This is an optimization exercise on Yosys and OpenROAD, whose aim is small area, not a production implementation.
Function was checked by simulation only, so behaviour that the tests miss may differ from the original.
The clock port is modelled as an ideal driver; clocking choices that lean on that would not hold on a real chip.
Power figures rest on the tool's default switching activity, not on a simulated workload.

File: flow/flow/run.sh
#!/bin/bash
# Own layout flow: the standard flow (standard.sh, ORFS) with these changes:
#  - synthesis maps the logic with an area-oriented ABC script (flow/area.abc)
#    and leaves adders to ABC instead of extracting half/full adder cells;
#    registers, their names and cell types are the standard synthesis's
#    (ABC maps only combinational logic); no pass-through output buffers;
#  - port buffers are buf_1 cells, and repair buffers the smaller sizes
#    (flow/small_bufs.tcl);
#  - clock tree synthesis uses clkbuf_8 cells on clusters of at most 18
#    flip-flops within 60 um, and no dummy loads;
#  - after clock tree synthesis, cells off the critical paths are downsized
#    (flow/recover.tcl).
# make's output goes to flow.log here; ORFS keeps each step's log under orfs/logs.
set -euo pipefail
W=$PWD
{
	echo "proc abc {args} { set i [lsearch \$args -script]; lset args [expr {\$i + 1}] $W/flow/area.abc; yosys abc {*}\$args }"
	cat synth_recipe.tcl
} > my_synth.tcl
CTS="-sink_clustering_enable -repair_clock_nets -dont_use_dummy_load -buf_list sky130_fd_sc_hd__clkbuf_8 -tree_buf sky130_fd_sc_hd__clkbuf_4 -root_buf sky130_fd_sc_hd__clkbuf_4 -sink_clustering_size 18 -sink_clustering_max_diameter 60"
sed -e "s#SYNTH_SCRIPT=[^ ]*#SYNTH_SCRIPT=$W/my_synth.tcl ADDER_MAP_FILE= SYNTH_INSBUF=0 'CTS_ARGS=$CTS' 'BUFFER_PORTS_ARGS=-buffer_cell sky130_fd_sc_hd__buf_1' PRE_FLOORPLAN_TCL=$W/flow/small_bufs.tcl PRE_GLOBAL_PLACE_TCL=$W/flow/small_bufs.tcl PRE_RESIZE_TCL=$W/flow/small_bufs.tcl PRE_CTS_TCL=$W/flow/small_bufs.tcl PRE_GLOBAL_ROUTE_TCL=$W/flow/small_bufs.tcl POST_CTS_TCL=$W/flow/recover.tcl#" standard.sh > my_standard.sh
grep -q "my_synth.tcl ADDER_MAP_FILE=" my_standard.sh
bash my_standard.sh finish > flow.log 2>&1
test -s out/final.def
File: flow/flow/area.abc
strash
&get -n
&deepsyn -T 30
&put
dch -f
amap
mfs2
strash
dch -f
amap
topo
File: flow/flow/recover.tcl
# Downsize cells off the critical paths, then legalize again.
estimate_parasitics -placement
repair_timing -recover_power 100
detailed_placement
check_placement -verbose
File: flow/flow/small_bufs.tcl
# Repair buffers: the smaller sizes only.
set_dont_use {sky130_fd_sc_hd__buf_4 sky130_fd_sc_hd__buf_6 sky130_fd_sc_hd__buf_8 sky130_fd_sc_hd__buf_12 sky130_fd_sc_hd__buf_16 sky130_fd_sc_hd__bufbuf_8 sky130_fd_sc_hd__bufbuf_16}
File: flow/standard.sh
#!/bin/bash
# synth_recipe.tcl (not shown) runs the flow's synth.tcl, then flattens the netlist and writes it again
# the make line also repeats each setting of config.mk as NAME=value (left out here)
make -C /OpenROAD-flow-scripts/flow DESIGN_CONFIG=/design/flow/config.mk WORK_HOME=/design/flow/orfs CLKGATE_MAP_FILE= SYNTH_SCRIPT=/design/flow/synth_recipe.tcl "${@:-finish}"
File: flow/config.mk
export PLATFORM = sky130hd
export DESIGN_NAME = top
export DESIGN_NICKNAME = top
export VERILOG_FILES = /design/flow/design.v
export SDC_FILE = /design/flow/constraint.sdc
export NUM_CORES = 4
export LEC_CHECK = 0
export CAP_MARGIN = 20
export CORE_MARGIN = 2
export CORE_UTILIZATION = 60
export GPL_TIMING_DRIVEN = 0
export PLACE_DENSITY = 0.65
export SLEW_MARGIN = 20
File: flow/constraint.sdc
create_clock -name core_clock -period 10.0 [get_ports {clk}]
set_input_delay 2.0000 -clock core_clock [delete_from_list [all_inputs] [get_ports {clk}]]
set_output_delay 2.0000 -clock core_clock [all_outputs]
set_load 0.01 [all_outputs]
File: flow/design.v
module Core (clk, clr, rom_data, sram_data_in, io_owns_sram,
	rom_addr, rom_off, sram_req, we, sram_addr, write_data);
	input clk, clr;
	input [7:0] rom_data;
	input [7:0] sram_data_in;
	input io_owns_sram;
	output reg [17:0] rom_addr;
	output rom_off;           
	output sram_req, we;
	output [18:0] sram_addr;
	output [7:0] write_data;
	parameter LOAD = 5'd9;
	parameter STORE = 5'd10;
	parameter JS = 5'd30;
	parameter INC = 5'd31;
	parameter FETCH1 = 4'd0;
	parameter DECODE1 = 4'd1;
	parameter FETCH2 = 4'd2;
	parameter DECODE2 = 4'd3;
	parameter FETCH3 = 4'd4;
	parameter DECODE3 = 4'd5;
	parameter FETCH4 = 4'd6;
	parameter DECODE4 = 4'd7;
	parameter OPERATION = 4'd8;
	parameter BRANCH = 4'd9;
	parameter LOADSTATE = 4'd10;
	parameter LOADSTATE2 = 4'd11;
	parameter STORESTATE = 4'd12;
	parameter STORESTATE2 = 4'd13;
	reg [3:0] state;
	reg [4:0] OPCODE;
	reg [19:0] immd;
	reg [3:0] index;      
	reg neg_flag, zero_flag;
	reg same;             
	reg seq;              
	reg pc_in_immd;       
	wire fetch = ~state[3] & ~state[0];
	wire low_addr = immd[19:4] == 16'd0;
	wire rom_load = state == LOADSTATE & ~low_addr;
	wire [17:0] pc;
	wire [18:0] pc_c;
	assign pc_c[0] = seq;
	genvar i;
	generate
		for (i = 0; i < 18; i = i + 1) begin : pcinc
			assign pc[i] = rom_addr[i] ^ pc_c[i];
			assign pc_c[i+1] = rom_addr[i] & pc_c[i];
		end
	endgenerate
	wire is_inc = OPCODE == INC;
	wire is_shift = OPCODE[4:1] == 4'b0111;
	wire is_js = OPCODE == JS;
	wire is_mov = ~OPCODE[3] & OPCODE[2:0] == 3'd6;    
	wire is_reg_branch = OPCODE == 5'd7 || OPCODE == 5'd8 || OPCODE == 5'd11 ||
	                     OPCODE == 5'd12 || OPCODE == 5'd13;
	wire hi_from_rom = (OPCODE[4] & ~is_inc) | is_shift;
	wire [18:0] rdata;
	wire [3:0] read_index = (state == DECODE2) ?
		(is_reg_branch ? rom_data[7:4] : (is_inc ? 4'd0 : rom_data[3:0])) :
		(is_mov ? 4'd0 : index);
	wire sub = ~OPCODE[3] & (OPCODE[2:0] == 3'd1 || OPCODE[2:0] == 3'd2);
	wire [18:0] b = immd[18:0] ^ {19{sub}};
	wire [18:0] p = rdata ^ b;
	wire [18:0] g = rdata & b;
	wire [19:0] c;
	assign c[0] = sub | is_inc;
	generate
		for (i = 0; i < 19; i = i + 1) begin : carry
			assign c[i+1] = g[i] | (p[i] & c[i]);
		end
	endgenerate
	wire op_and = ~OPCODE[3] & OPCODE[2:0] == 3'd3;
	wire op_or = ~OPCODE[3] & OPCODE[2:0] == 3'd4;
	wire op_xor = ~OPCODE[3] & OPCODE[2:0] == 3'd5;
	wire [18:0] logic_r = ((p & {19{~op_and}}) | (g & {19{op_and | op_or}})) ^
	                      (c[18:0] & {19{~(op_and | op_or | op_xor)}});
	wire shr = OPCODE[0];
	wire [18:0] rrev, srev;
	wire [18:0] shl_in = shr ? rrev : rdata;
	wire [18:0] shl_out = shl_in << immd[19:16];
	generate
		for (i = 0; i < 19; i = i + 1) begin : rev
			assign rrev[i] = rdata[18-i];
			assign srev[i] = shl_out[18-i];
		end
	endgenerate
	wire [18:0] result = (OPCODE[3] & ~OPCODE[4]) ? (shr ? srev : shl_out) : logic_r;
	wire [7:0] load_byte = pc_in_immd ? rom_data : (io_owns_sram ? 8'd0 : sram_data_in);
	wire reg_we = (state == OPERATION && OPCODE[3:0] != 4'd2) ||
	              (state == BRANCH && is_js) || state == LOADSTATE2;
	wire [18:0] reg_wdata = (state == OPERATION) ? result :
	                        (state == BRANCH) ? {1'b0, pc} : {11'd0, load_byte};
	Register_File _RegisterFile(.clk(clk), .we(reg_we), .read_index(read_index),
		.write_index(index), .write_data(reg_wdata), .read_data(rdata));
	reg taken;
	always @(*) begin
		case (OPCODE)
			5'd7, 5'd28: taken = neg_flag;                   
			5'd8, 5'd29: taken = neg_flag | zero_flag;       
			5'd12, 5'd26: taken = zero_flag;                 
			5'd13, 5'd27: taken = ~zero_flag;                
			default: taken = 1'b1;                           
		endcase
	end
	assign rom_off = ~((~state[3] & state[0]) | (state == LOADSTATE2 & pc_in_immd));
	assign sram_req = (state == LOADSTATE & low_addr) | state == STORESTATE;
	assign we = state == STORESTATE;
	assign sram_addr = immd[18:0];
	assign write_data = rdata[7:0];
	always @(posedge clk or negedge clr) begin
		if (~clr) begin
			state <= FETCH1;
			rom_addr <= 18'd0;
			seq <= 1'b0;
			pc_in_immd <= 1'b0;
		end
		else begin
			seq <= 1'b1;
			if (fetch)
				rom_addr <= pc_in_immd ? immd[17:0] : pc;
			else if (rom_load)
				rom_addr <= immd[17:0];
			if (fetch)
				pc_in_immd <= 1'b0;
			else if (state == BRANCH)
				pc_in_immd <= taken;
			else if (state == LOADSTATE)
				pc_in_immd <= ~low_addr;
			if (fetch)
				state <= state + 1'b1;
			else case (state)
				DECODE1: state <= FETCH2;
				DECODE2: begin
					if (OPCODE == INC || OPCODE <= 5'd6 || is_shift)
						state <= OPERATION;
					else if (OPCODE[4])
						state <= FETCH3;
					else if (OPCODE == LOAD)
						state <= LOADSTATE;
					else if (OPCODE == STORE)
						state <= STORESTATE;
					else
						state <= BRANCH;
				end
				DECODE3: state <= FETCH4;
				DECODE4: begin
					if (OPCODE[3:0] <= 4'd6)
						state <= OPERATION;
					else if (OPCODE[3:0] == 4'd7)
						state <= LOADSTATE;
					else if (OPCODE[3:0] == 4'd8)
						state <= STORESTATE;
					else
						state <= BRANCH;
				end
				LOADSTATE: state <= LOADSTATE2;
				LOADSTATE2: state <= (~pc_in_immd & io_owns_sram) ? LOADSTATE : FETCH1;
				STORESTATE: state <= STORESTATE2;
				STORESTATE2: state <= io_owns_sram ? STORESTATE : FETCH1;
				default: state <= FETCH1;            
			endcase
		end
	end
	always @(posedge clk) begin
		case (state)
			DECODE1: OPCODE <= rom_data[7:3];
			DECODE2: begin
				index <= is_js ? 4'd3 : rom_data[7:4];
				same <= ~OPCODE[4] & (rom_data[7:4] == rom_data[3:0]);
				immd[19] <= hi_from_rom & rom_data[3];
				immd[18:16] <= hi_from_rom ? rom_data[2:0] : rdata[18:16];
				immd[15:0] <= rdata[15:0];
			end
			DECODE3: immd[15:8] <= rom_data;
			DECODE4: immd[7:0] <= rom_data;
			OPERATION: begin
				zero_flag <= result == 19'd0;
				neg_flag <= result[18];
			end
			LOADSTATE: begin
				if (~low_addr)
					immd[17:0] <= pc;               
			end
			LOADSTATE2: if (same & ~pc_in_immd) immd[3:0] <= 4'd0;
			default: ;
		endcase
	end
endmodule
module Register_File (clk, we, read_index, write_index, write_data, read_data);
	input clk, we;
	input [3:0] read_index, write_index;
	input [18:0] write_data;
	output reg [18:0] read_data;
	reg [18:0] r [1:15];
	genvar k;
	generate
		for (k = 1; k < 16; k = k + 1) begin : regs
			if (k >= 3 && k <= 5) begin : wide
				always @(posedge clk)
					if (we && write_index == k)
						r[k] <= write_data;
			end
			else begin : narrow
				always @(posedge clk)
					if (we && write_index == k)
						r[k][15:0] <= write_data[15:0];
			end
		end
	endgenerate
	always @(*) begin
		read_data = 19'd0;
		case (read_index)
			4'd1: read_data[15:0] = r[1][15:0];
			4'd2: read_data[15:0] = r[2][15:0];
			4'd3: read_data = r[3];
			4'd4: read_data = r[4];
			4'd5: read_data = r[5];
			4'd6: read_data[15:0] = r[6][15:0];
			4'd7: read_data[15:0] = r[7][15:0];
			4'd8: read_data[15:0] = r[8][15:0];
			4'd9: read_data[15:0] = r[9][15:0];
			4'd10: read_data[15:0] = r[10][15:0];
			4'd11: read_data[15:0] = r[11][15:0];
			4'd12: read_data[15:0] = r[12][15:0];
			4'd13: read_data[15:0] = r[13][15:0];
			4'd14: read_data[15:0] = r[14][15:0];
			4'd15: read_data[15:0] = r[15][15:0];
			default: read_data = 19'd0;
		endcase
	end
endmodule
module IOController (clk, clr, button, mem_data, req, we, addr, write_data, LED,
	audio_req, audio_addr, audio_done, start, stop_len);
	input clk, clr;
	input [7:0] button;
	input [7:0] mem_data;
	output req, we;
	output [18:0] addr;
	output [7:0] write_data;
	output LED;
	input audio_req;
	input [18:0] audio_addr;
	input audio_done;        
	output start;
	output reg [7:0] stop_len;
	parameter IDLE = 4'd0;
	parameter BUTTON6 = 4'd7;
	parameter BUTTON7 = 4'd8;
	parameter WAITCORE = 4'd9;
	parameter GETPOSITION = 4'd10;
	parameter STARTAUDIO = 4'd11;
	parameter WAITAUDIO = 4'd12;
	parameter ENDAUDIO = 4'd13;
	reg [3:0] state;
	reg [9:0] counter;       
	reg but8;
	wire [9:0] counter_inc;
	wire [10:0] cc;
	assign cc[0] = state == WAITCORE;
	genvar i;
	generate
		for (i = 0; i < 10; i = i + 1) begin : cinc
			assign counter_inc[i] = counter[i] ^ cc[i];
			assign cc[i+1] = counter[i] & cc[i];
		end
	endgenerate
	wire s_button = (state != IDLE) & (~state[3] | state == BUTTON7);
	wire s_waitcore = state == WAITCORE;
	wire s_getpos = state == GETPOSITION;
	wire s_waitaudio = state == WAITAUDIO;
	assign we = s_button;
	assign write_data = {5'd0, state[2:1], state[3] ? ~but8 : state[0]};
	assign req = s_button | s_getpos | (s_waitaudio & audio_req) | (s_waitcore & counter == 10'd0);
	assign addr = s_waitaudio ? audio_addr : {17'd0, state == BUTTON7, s_getpos};
	assign LED = s_waitcore;
	assign start = state == STARTAUDIO;
	always @(posedge clk or negedge clr) begin
		if (~clr) begin
			state <= IDLE;
			counter <= 10'd0;
			but8 <= 1'b0;
			stop_len <= 8'd0;
		end
		else begin
			counter <= counter_inc & {10{state != BUTTON6}};
			but8 <= but8 ^ (state == BUTTON7);
			case (state)
				IDLE: begin
					if (button[0]) state <= 4'd1;
					else if (button[1]) state <= 4'd2;
					else if (button[2]) state <= 4'd3;
					else if (button[3]) state <= 4'd4;
					else if (button[4]) state <= 4'd5;
					else if (button[5]) state <= 4'd6;
					else if (button[6]) state <= 4'd7;
					else if (button[7]) state <= BUTTON7;
				end
				BUTTON6: state <= GETPOSITION;
				BUTTON7: state <= IDLE;
				WAITCORE: state <= IDLE;
				GETPOSITION: state <= STARTAUDIO;
				STARTAUDIO: begin
					state <= WAITAUDIO;
					stop_len <= mem_data;
				end
				ENDAUDIO: state <= IDLE;
				WAITAUDIO: begin
					if (audio_done)
						state <= ENDAUDIO;
				end
				default: state <= WAITCORE;  
			endcase
		end
	end
endmodule
module MemoryController (clk, clr, sram_we, sram_addr, sram_data_in, sram_data_out, EN,
	core_sram_req, core_we, core_sram_addr, core_write_data,
	IO_req, IO_we, IO_addr, IO_write_data, IO_data, IO_ready);
	input clk, clr;
	output reg sram_we;
	output reg [18:0] sram_addr;
	input [7:0] sram_data_in;
	output reg [7:0] sram_data_out;
	output EN;
	input core_sram_req, core_we;
	input [18:0] core_sram_addr;
	input [7:0] core_write_data;
	input IO_req, IO_we;
	input [18:0] IO_addr;
	input [7:0] IO_write_data;
	output [7:0] IO_data;
	output IO_ready;
	reg own_io;           
	assign EN = ~sram_we;
	assign IO_ready = own_io;
	assign IO_data = (own_io & sram_we) ? sram_data_in : 8'd0;
	always @(posedge clk or negedge clr) begin
		if (~clr) begin
			own_io <= 1'b0;
			sram_we <= 1'b1;
			sram_addr <= 19'd0;
			sram_data_out <= 8'd0;
		end
		else begin
			own_io <= IO_req;
			if (IO_req) begin
				sram_addr <= IO_addr;
				sram_we <= ~IO_we;
				if (IO_we)
					sram_data_out <= IO_write_data;
			end
			else if (core_sram_req) begin
				sram_addr <= core_sram_addr;
				sram_we <= ~core_we;
				if (core_we)
					sram_data_out <= core_write_data;
			end
		end
	end
endmodule
module audioController (clk, clr, mem_data, data_ready, start, stop_len, addr, req, done, data);
	input clk, clr;
	input [7:0] mem_data;
	input data_ready;
	input start;
	input [7:0] stop_len;
	output reg [18:0] addr;
	output req;
	output done;
	output reg data;
	reg [7:0] len;           
	reg [2:0] bitCounter;
	reg [6:0] counter;
	reg [7:0] data_saved;
	wire [9:0] a3 = {2'd0, len};
	wire [9:0] b3 = {1'b0, len, 1'b0};
	wire [9:0] len3;
	wire [10:0] c3;
	assign c3[0] = 1'b0;
	wire [11:0] a4 = {len[4:0], 7'd0};
	wire [11:0] b4 = {2'd0, len3};
	wire [11:0] endpos;
	wire [12:0] bw;
	assign bw[0] = 1'b0;
	genvar i;
	generate
		for (i = 0; i < 10; i = i + 1) begin : times3
			assign len3[i] = a3[i] ^ b3[i] ^ c3[i];
			assign c3[i+1] = (a3[i] & b3[i]) | (c3[i] & (a3[i] ^ b3[i]));
		end
		for (i = 0; i < 12; i = i + 1) begin : minus
			assign endpos[i] = a4[i] ^ b4[i] ^ bw[i];
			assign bw[i+1] = (~a4[i] & b4[i]) | (bw[i] & ~(a4[i] ^ b4[i]));
		end
	endgenerate
	wire [12:0] gt;
	assign gt[0] = |addr[6:0];
	generate
		for (i = 0; i < 12; i = i + 1) begin : cmp
			assign gt[i+1] = (addr[i+7] & ~endpos[i]) | (~(addr[i+7] ^ endpos[i]) & gt[i]);
		end
	endgenerate
	wire active = ~gt[12];
	wire [7:0] sample = data_ready ? mem_data : data_saved;
	wire run = ~start & active;
	wire bit_end = run & counter == 7'd78;
	wire [19:0] ac;
	wire [7:0] cc;
	assign ac[0] = bit_end & bitCounter == 3'd7;
	assign cc[0] = run;
	wire [18:0] addr_inc;
	wire [6:0] counter_inc;
	generate
		for (i = 0; i < 19; i = i + 1) begin : ainc
			assign addr_inc[i] = addr[i] ^ ac[i];
			assign ac[i+1] = addr[i] & ac[i];
		end
		for (i = 0; i < 7; i = i + 1) begin : cinc
			assign counter_inc[i] = counter[i] ^ cc[i];
			assign cc[i+1] = counter[i] & cc[i];
		end
	endgenerate
	assign req = (bitCounter == 3'd0) & active;
	always @(posedge clk or negedge clr) begin
		if (~clr) begin
			counter <= 7'd0;
			addr <= 19'd0;
			bitCounter <= 3'd0;
			len <= 8'd0;
			data <= 1'b0;
			data_saved <= 8'd0;
		end
		else begin
			addr <= addr_inc & {19{~start}};
			counter <= counter_inc & {7{~bit_end}};
			bitCounter <= bitCounter + bit_end;
			if (start)
				len <= stop_len;
			if (run)
				data_saved <= sample;
			if (bit_end)
				data <= sample[bitCounter];
		end
	end
	assign done = ~active;
endmodule
module top (input clk,
			input clr,
			input[7:0] sram_data_in,
			input[7:0] rom_data,
			output sram_we,
			output[18:0] sram_addr,
			output[7:0] sram_data_out,
			output rom_oe,
			output rom_ce,
			output[17:0] rom_addr,
			output EN,
			output LED,
			output sram_oe,
			output sram_ce,
			output sram_NC,
			output rom_pgm,
			output audio_stop,
			output audio_gain,
			output audio_NC,
			output audio_data,
			input[7:0] buttons
			);
	assign sram_oe = 1'b0;
	assign sram_ce = 1'b0;
	assign sram_NC = 1'b1;
	assign rom_pgm = 1'b1;
	assign audio_stop = 1'b0;
	assign audio_gain = 1'b0;
	assign audio_NC = 1'b0;
	assign rom_oe = rom_off;
	assign rom_ce = rom_off;
	wire core_sram_req, core_we, rom_off;
	wire [18:0] core_sram_addr;
	wire [7:0] core_write_data;
	wire IO_req, IO_we, IO_ready;
	wire [18:0] IO_addr;
	wire [7:0] IO_write_data, IO_data;
	wire start, audio_req, audio_done;
	wire [7:0] stop_len;
	wire [18:0] audio_addr;
	Core _Core(.clk(clk), .clr(clr),
		.rom_data(rom_data), .sram_data_in(sram_data_in), .io_owns_sram(IO_ready),
		.rom_addr(rom_addr), .rom_off(rom_off),
		.sram_req(core_sram_req), .we(core_we), .sram_addr(core_sram_addr),
		.write_data(core_write_data));
	MemoryController _MemoryController(.clk(clk), .clr(clr),
		.sram_we(sram_we), .sram_addr(sram_addr), .sram_data_in(sram_data_in),
		.sram_data_out(sram_data_out), .EN(EN),
		.core_sram_req(core_sram_req), .core_we(core_we), .core_sram_addr(core_sram_addr),
		.core_write_data(core_write_data),
		.IO_req(IO_req), .IO_we(IO_we), .IO_addr(IO_addr), .IO_write_data(IO_write_data),
		.IO_data(IO_data), .IO_ready(IO_ready));
	IOController _IOController(.clk(clk), .clr(clr), .button(buttons),
		.mem_data(IO_data), .req(IO_req), .we(IO_we), .addr(IO_addr),
		.write_data(IO_write_data), .LED(LED),
		.audio_req(audio_req), .audio_addr(audio_addr), .audio_done(audio_done),
		.start(start), .stop_len(stop_len));
	audioController _audioController(.clk(clk), .clr(clr),
		.mem_data(IO_data), .data_ready(IO_ready), .start(start), .stop_len(stop_len),
		.addr(audio_addr), .req(audio_req), .done(audio_done), .data(audio_data));
endmodule
==> flow_summary.json, run 1 <==
{
  "dp_hpwl_um": 41400,
  "synthCells": 1682,
  "synth_area_per_cell_um2": 10.9,
  "drcViolationCount": 0,
  "worstMarginPinSlew_ps": 1180,
  "start_kind": "register",
  "min_to": "_audioController.counter[6]",
  "synthMuxAreaShare_pct": 0,
  "first_iter_violations": 2050,
  "ys.flop_type": "edfxtp_1",
  "holdPathStages": 1,
  "relSlewSlack_pct": 21.2,
  "grt_overflow": 0,
  "drt_first_pass_iters": 9,
  "drv_cap": 0,
  "yosys-top-cells-area": "edfxtp_1 (46%), dfrtp_1 (16%), nor2_1 (4.4%), o21ai_0 (3.8%), o22ai_1 (3.4%)",
  "synth_top_area_cell": "edfxtp_1",
  "clock-sinks": 403,
  "setup_viol": 0,
  "p_total_uw": 6810,
  "max_freq_mhz": 108,
  "yosysWarnings": 6,
  "synthSimpleGateAreaFrac_pct": 12.2,
  "criticalPathCategory": "reg2reg",
  "routed_wl_um": 57900,
  "grt_max_degree": 32,
  "start_util_pct": 60.5,
  "critPathMaxFanout": 9,
  "syn2layout_area_growth_pct": 10.4,
  "min-delay-start": "_audioController.counter[6]",
  "ff2ff_setup_slack_ps": 710,
  "cts_tree": "built",
  "yosysUniqueCellTypes": 50,
  "crit_top_cell": "a22oi_1",
  "insertion_delay_ps": 750,
  "synth.most_common_cell": "edfxtp_1",
  "synthTopCellsByCount": "edfxtp_1 (281), nor2_1 (214), clkinv_1 (162)",
  "io_pins": 84,
  "timing.final.crit_period_ps": 9290,
  "cp.required_ps": 10500,
  "nNetsFinal": 1892,
  "rows": 64,
  "ys_seq_area_share_pct": 62.4,
  "clkTransAtPathRegs_ps": 70,
  "hold_viol": 0,
  "grt_use_total_pct": 35.9,
  "setup_slack_ps": 709,
  "outcome": "finished clean",
  "slew_viol_final": 0,
  "hold_path_class": "reg2reg",
  "die_y_um": 179,
  "post_drt_via_cell_ratio": 6.84,
  "dpl_worst_slack_ps": -1350,
  "syn_area_um2": 18400,
  "wire_per_inst_um": 25.6,
  "finalWeightedCongestion": 0.961,
  "finClkSkew_ps": 140,
  "ant_nets": 0,
  "post-route-util_pct": 66.8,
  "cp_slowest_cell": "dfrtp_1",
  "synthAdderAreaFrac_pct": 0,
  "grt_first_pass_wirelength_um": 85100,
  "ys_seq_elements": 403,
  "die_area_um2": 32100,
  "rr_endpoint": "_Core.zero_flag",
  "cp_data_arrival_time_ps": 9790,
  "synth_xor_area_share_pct": 0,
  "via_count": 15474,
  "die_w_um": 179,
  "drive_above_1_share_pct": 7.24,
  "ir_worst_vdd_mv": 0.189,
  "synth_compound_area_share_pct": 22.0,
  "fp.coreArea_um2": 30400,
  "rr_startpoint": "_Core.state[0]",
  "end_kind": "register",
  "whs_ps": 495,
  "synth_enable_flop_cells": 281,
  "p_leak_uw": 0.00689,
  "grt_pass1_vias": 14564,
  "ff2ff_path_depth": 39,
  "synth_top_family_by_area": "compound AO/OA/AOI/OAI gates",
  "critPathMaxStageDelay_ps": 520,
  "antenna_found_initial": 1,
  "synthArstFlopShare_pct": 30.3,
  "power_per_cell_area_nw_per_um2": 335,
  "io_buffers": 76,
  "synth_top_area_share_pct": 45.8,
  "period_share_pct": 92.9
}
[cell families after synthesis]
kind of cell,after synthesis
compound gates,599
simple gates,516
flops,403
buf+inv,162
other cells,2
[final cells by class]
type	instances	area [um2]
fill	2313	10100
timing repair buffer	141	589
tap	396	495
inverter	162	618
clock buffer	35	450
multi-input combinational	1123	6680
antenna	1	2.50
sequential	403	11500
[state kept, by name (all words and copies together) (netlist names), 7 cells and up]
name / cells
_MemoryController.sram_addr: 19
_audioController.addr: 19
_IOController.counter: 10
_audioController.data_saved: 8
_Core._RegisterFile.r: 249
_audioController.counter: 7
_Core.immd: 20
_IOController.stop_len: 8
_Core.rom_addr: 18
_audioController.len: 8
_MemoryController.sram_data_out: 8
[layout by cell type, fill, tap and decap left out, drive strengths merged, types with 15 or more instances in the layout]
master | synthesis | layout
edfxtp | 281 | 281
nor2 | 214 | 214
clkinv | 162 | 158
nand2 | 146 | 146
o21ai | 141 | 141
dfrtp | 121 | 121
buf | 0 | 107
o22ai | 99 | 99
a21oi | 83 | 83
clkbuf | 0 | 69
a22oi | 60 | 60
a222oi | 48 | 48
nor3 | 40 | 40
nand3 | 28 | 28
a31oi | 26 | 26
o221ai | 26 | 26
or2 | 20 | 20
nand4 | 17 | 17
a211oi | 15 | 15
[metrics by stage]
stage	instances	setup TNS, ps	cell area [um2]
2_1_floorplan	1688	0	18400
3_3_place_gp	2160	-605430	19200
3_5_place_dp	2212	-76360	19700
5_1_grt	2261	-73.0	20300
6_report	2261	0	20300
[worst max-delay path: cells and delay by family, from the launching register on]
| family | cells | cell delay (ps) |
|---|---|---|
| flops | 1 | 520 |
| buf+inv | 6 | 1270 |
| compound gates | 23 | 5470 |
| simple gates | 10 | 1900 |
[how the worst max path moves through the flow]
stage	from	endpoint	slack, ps	cells past startpoint
5_1_grt	_Core.state[0]	_Core._RegisterFile.r[5][17]	-20	39
3_5_place_dp	_Core.OPCODE[0]	_Core._RegisterFile.r[13][15]	-1350	33
2_1_floorplan	_Core.OPCODE[0]	_Core.zero_flag	1540	35
6_report	_Core.state[0]	_Core.zero_flag	710	39
3_3_place_gp	_Core.OPCODE[0]	_Core.zero_flag	-3300	32
[metal layers]
metal | global-route usage, % | part of all wire [%]
met1 | 44.9 | 37
met2 | 60.1 | 48
met3 | 7.02 | 9.4
met4 | 17.7 | 5.3
met5 | 0 | 0
[power by group]
group          switching, uW  leakage, uW  total [uW]  internal, uW
sequential               239      0.00412        2450          2210
clock                    503     0.000239         792           289
combinational           2470      0.00253        3570          1100
==> run 2: changes to the inputs <==
--- a/flow/flow/run.sh
+++ b/flow/flow/run.sh
@@ -8,5 +8,5 @@
 #    (flow/small_bufs.tcl);
 #  - clock tree synthesis uses clkbuf_8 cells on clusters of at most 18
-#    flip-flops within 60 um, and no dummy loads;
+#    flip-flops within 60 um, clkbuf_4 cells above them, and no dummy loads;
 #  - after clock tree synthesis, cells off the critical paths are downsized
 #    (flow/recover.tcl).
==> run 2 against run 1 <==
  * Total power is the same
  * Synthesized cell count stayed put
  * Maximum frequency is the same
  * Critical path type unchanged
  * Largest cell class unchanged
  * Highest routed layer unchanged
==> flow_summary.json, run 2 <==
{
  "ant_nets": 0,
  "ir_worst_vdd_mv": 0.189,
  "insertion_delay_ps": 750,
  "synth_enable_flop_cells": 281,
  "grt_max_degree": 32,
  "die_w_um": 179,
  "antenna_found_initial": 1,
  "via_count": 15474,
  "p_total_uw": 6810,
  "hold_viol": 0,
  "hold_path_class": "reg2reg",
  "rows": 64,
  "period_share_pct": 92.9,
  "die_y_um": 179,
  "critPathMaxStageDelay_ps": 520,
  "p_leak_uw": 0.00689,
  "worstMarginPinSlew_ps": 1180,
  "ff2ff_path_depth": 39,
  "clock-sinks": 403,
  "rr_startpoint": "_Core.state[0]",
  "synth.most_common_cell": "edfxtp_1",
  "holdPathStages": 1,
  "critPathMaxFanout": 9,
  "wire_per_inst_um": 25.6,
  "post_drt_via_cell_ratio": 6.84,
  "outcome": "finished clean",
  "finClkSkew_ps": 140,
  "synth_top_area_cell": "edfxtp_1",
  "final_cell_mix": "edfxtp_1 (281), nor2_1 (193), clkinv_1 (158), nand2_1 (145), o21ai_0 (136)",
  "relSlewSlack_pct": 21.2,
  "power_per_cell_area_nw_per_um2": 335,
  "fillers": 2313,
  "start_kind": "register",
  "ff2ff_setup_slack_ps": 710,
  "setup_viol": 0,
  "yosys-top-cells-area": "edfxtp_1 (46%), dfrtp_1 (16%), nor2_1 (4.4%), o21ai_0 (3.8%), o22ai_1 (3.4%)",
  "syn_area_um2": 18400,
  "synthCells": 1682,
  "regMostFlops": "_Core._RegisterFile.r",
  "final_common_cell": "edfxtp_1",
  "yosysUniqueCellTypes": 50,
  "max_freq_mhz": 108,
  "whs_ps": 495,
  "dp_hpwl_um": 41400,
  "finalWeightedCongestion": 0.961,
  "cp_data_arrival_time_ps": 9790,
  "cp.required_ps": 10500,
  "fp.coreArea_um2": 30400,
  "timing.final.crit_period_ps": 9290,
  "clkTransAtPathRegs_ps": 70,
  "multiInputGateArea_um2": 6680,
  "slew_viol_final": 0,
  "cp_top_family": "compound AO/OA/AOI/OAI gates",
  "die_area_um2": 32100,
  "synthTopCellsByCount": "edfxtp_1 (281), nor2_1 (214), clkinv_1 (162)",
  "grt_overflow": 0,
  "routed_wl_um": 57900,
  "start_util_pct": 60.5,
  "min-delay-start": "_audioController.counter[6]",
  "drive_above_1_share_pct": 7.24,
  "grt_use_total_pct": 35.9,
  "synth_top_area_share_pct": 45.8,
  "drt_first_pass_iters": 9,
  "ys.flop_type": "edfxtp_1",
  "syn2layout_area_growth_pct": 10.4,
  "ys_seq_elements": 403,
  "first_iter_violations": 2050,
  "drcViolationCount": 0,
  "min_to": "_audioController.counter[6]",
  "cp_slowest_cell": "dfrtp_1",
  "crit_top_cell": "a22oi_1",
  "synth_area_per_cell_um2": 10.9,
  "criticalPathCategory": "reg2reg",
  "io_pins": 84,
  "largest_reg_flops": 249,
  "ys_seq_area_share_pct": 62.4,
  "synthArstFlopShare_pct": 30.3,
  "cp_num_buf_inv": 6,
  "seqCellArea_um2": 11500,
  "io_buffers": 76,
  "grt_first_pass_wirelength_um": 85100,
  "cts_tree": "built",
  "grt_pass1_vias": 14564,
  "top_regs": "_Core._RegisterFile.r (249), _Core.immd (20)",
  "drv_cap": 0,
  "end_kind": "register",
  "yosysWarnings": 6,
  "nNetsFinal": 1892,
  "rr_endpoint": "_Core.zero_flag"
}
## run 2: cell counts in the layout (fill, tap and decap cells not counted)
No cell type changed its count.
## run 2: kinds of logic after synthesis
group,share of synthesized area [%]
and+or+nand+nor,12.2
AOI/OAI and AO/OA,22.0
DFF,62.4
other,0.0408
buffers and inverters,3.30
## run 2: area by class of cell
type | count | share of cell area, %
Sequential cell | 403 | 56.5
Clock buffer | 35 | 2.22
Multi-Input combinational cell | 1123 | 32.9
Timing Repair Buffer | 141 | 2.90
Tap cell | 396 | 2.44
Inverter | 162 | 3.04
Antenna cell | 1 | 0.0123
## run 2: worst max path at each step
stage | start | to | slack (ps) | cells after the start
3_5_place_dp | _Core.OPCODE[0] | _Core._RegisterFile.r[13][15] | -1350 | 33
2_1_floorplan | _Core.OPCODE[0] | _Core.zero_flag | 1540 | 35
5_1_grt | _Core.state[0] | _Core._RegisterFile.r[5][17] | -20 | 39
6_report | _Core.state[0] | _Core.zero_flag | 710 | 39
3_3_place_gp | _Core.OPCODE[0] | _Core.zero_flag | -3300 | 32
## run 2: worst register-to-register path: cells and delay by family, from the launching register on
kind,cells,cell delay [ps]
AO/OA/AOI/OAI,23,5470
AND/OR/NAND/NOR,10,1900
buffers and inverters,6,1270
flip-flops,1,520
## run 2: power breakdown
part / internal [uW] / total, uW / switching [uW]
logic: 1100 / 3570 / 2470
clock network: 289 / 792 / 503
registers: 2210 / 2450 / 239
## run 2: routing by layer
| metal | global-route usage [%] | vias up | routed length (um) |
|---|---|---|---|
| met3 | 7.02 | 207 | 5470 |
| met4 | 17.7 | 0 | 3050 |
| met1 | 44.9 | 7451 | 21600 |
| met2 | 60.1 | 899 | 27800 |
| li1 | - | 6917 | - |
| met5 | 0 | - | 0 |
## run 2: through the flow
stage                     setup WS [ps]  instances  instance area [um2]  TNS [ps]  util, %
final                               709       2261                20300         0     66.8
after global routing              -24.4       2261                20300     -73.0     66.8
after detailed placement          -1350       2212                19700    -76360     64.9
after global placement            -3300       2160                19200   -605430     63.2
after floorplan                    1540       1688                18400         0        -

## separate check: timing with driven ports
How much do the figures lean on ideal ports? The routed layouts below were timed once more, with nothing changed but the port constraints.
Step 1, drivers: a clkbuf_16 drives clk and a buf_2 each remaining input, both assumed.
Step 2 times the ports against the registers' clock, not the clock port: input delays grow and output delays shrink by t, the midpoint of the rising clock arrivals with the driver on.
a / b / c = ideal / step 1 / step 2; a / b = the first two.
run	t, ns	setup slack, ns	worst hold slack (ns)	worst setup path after step 2	slew at the worst register clock pin (ns)
run 1	0.720	0.709 / 0.709 / 0.347	0.495 / 0.495 / 0.495	input to register	0.11 / 0.11
run 2	0.720	0.709 / 0.709 / 0.347	0.495 / 0.495 / 0.495	input to register	0.11 / 0.11
After both steps setup and hold are still met in every run listed.
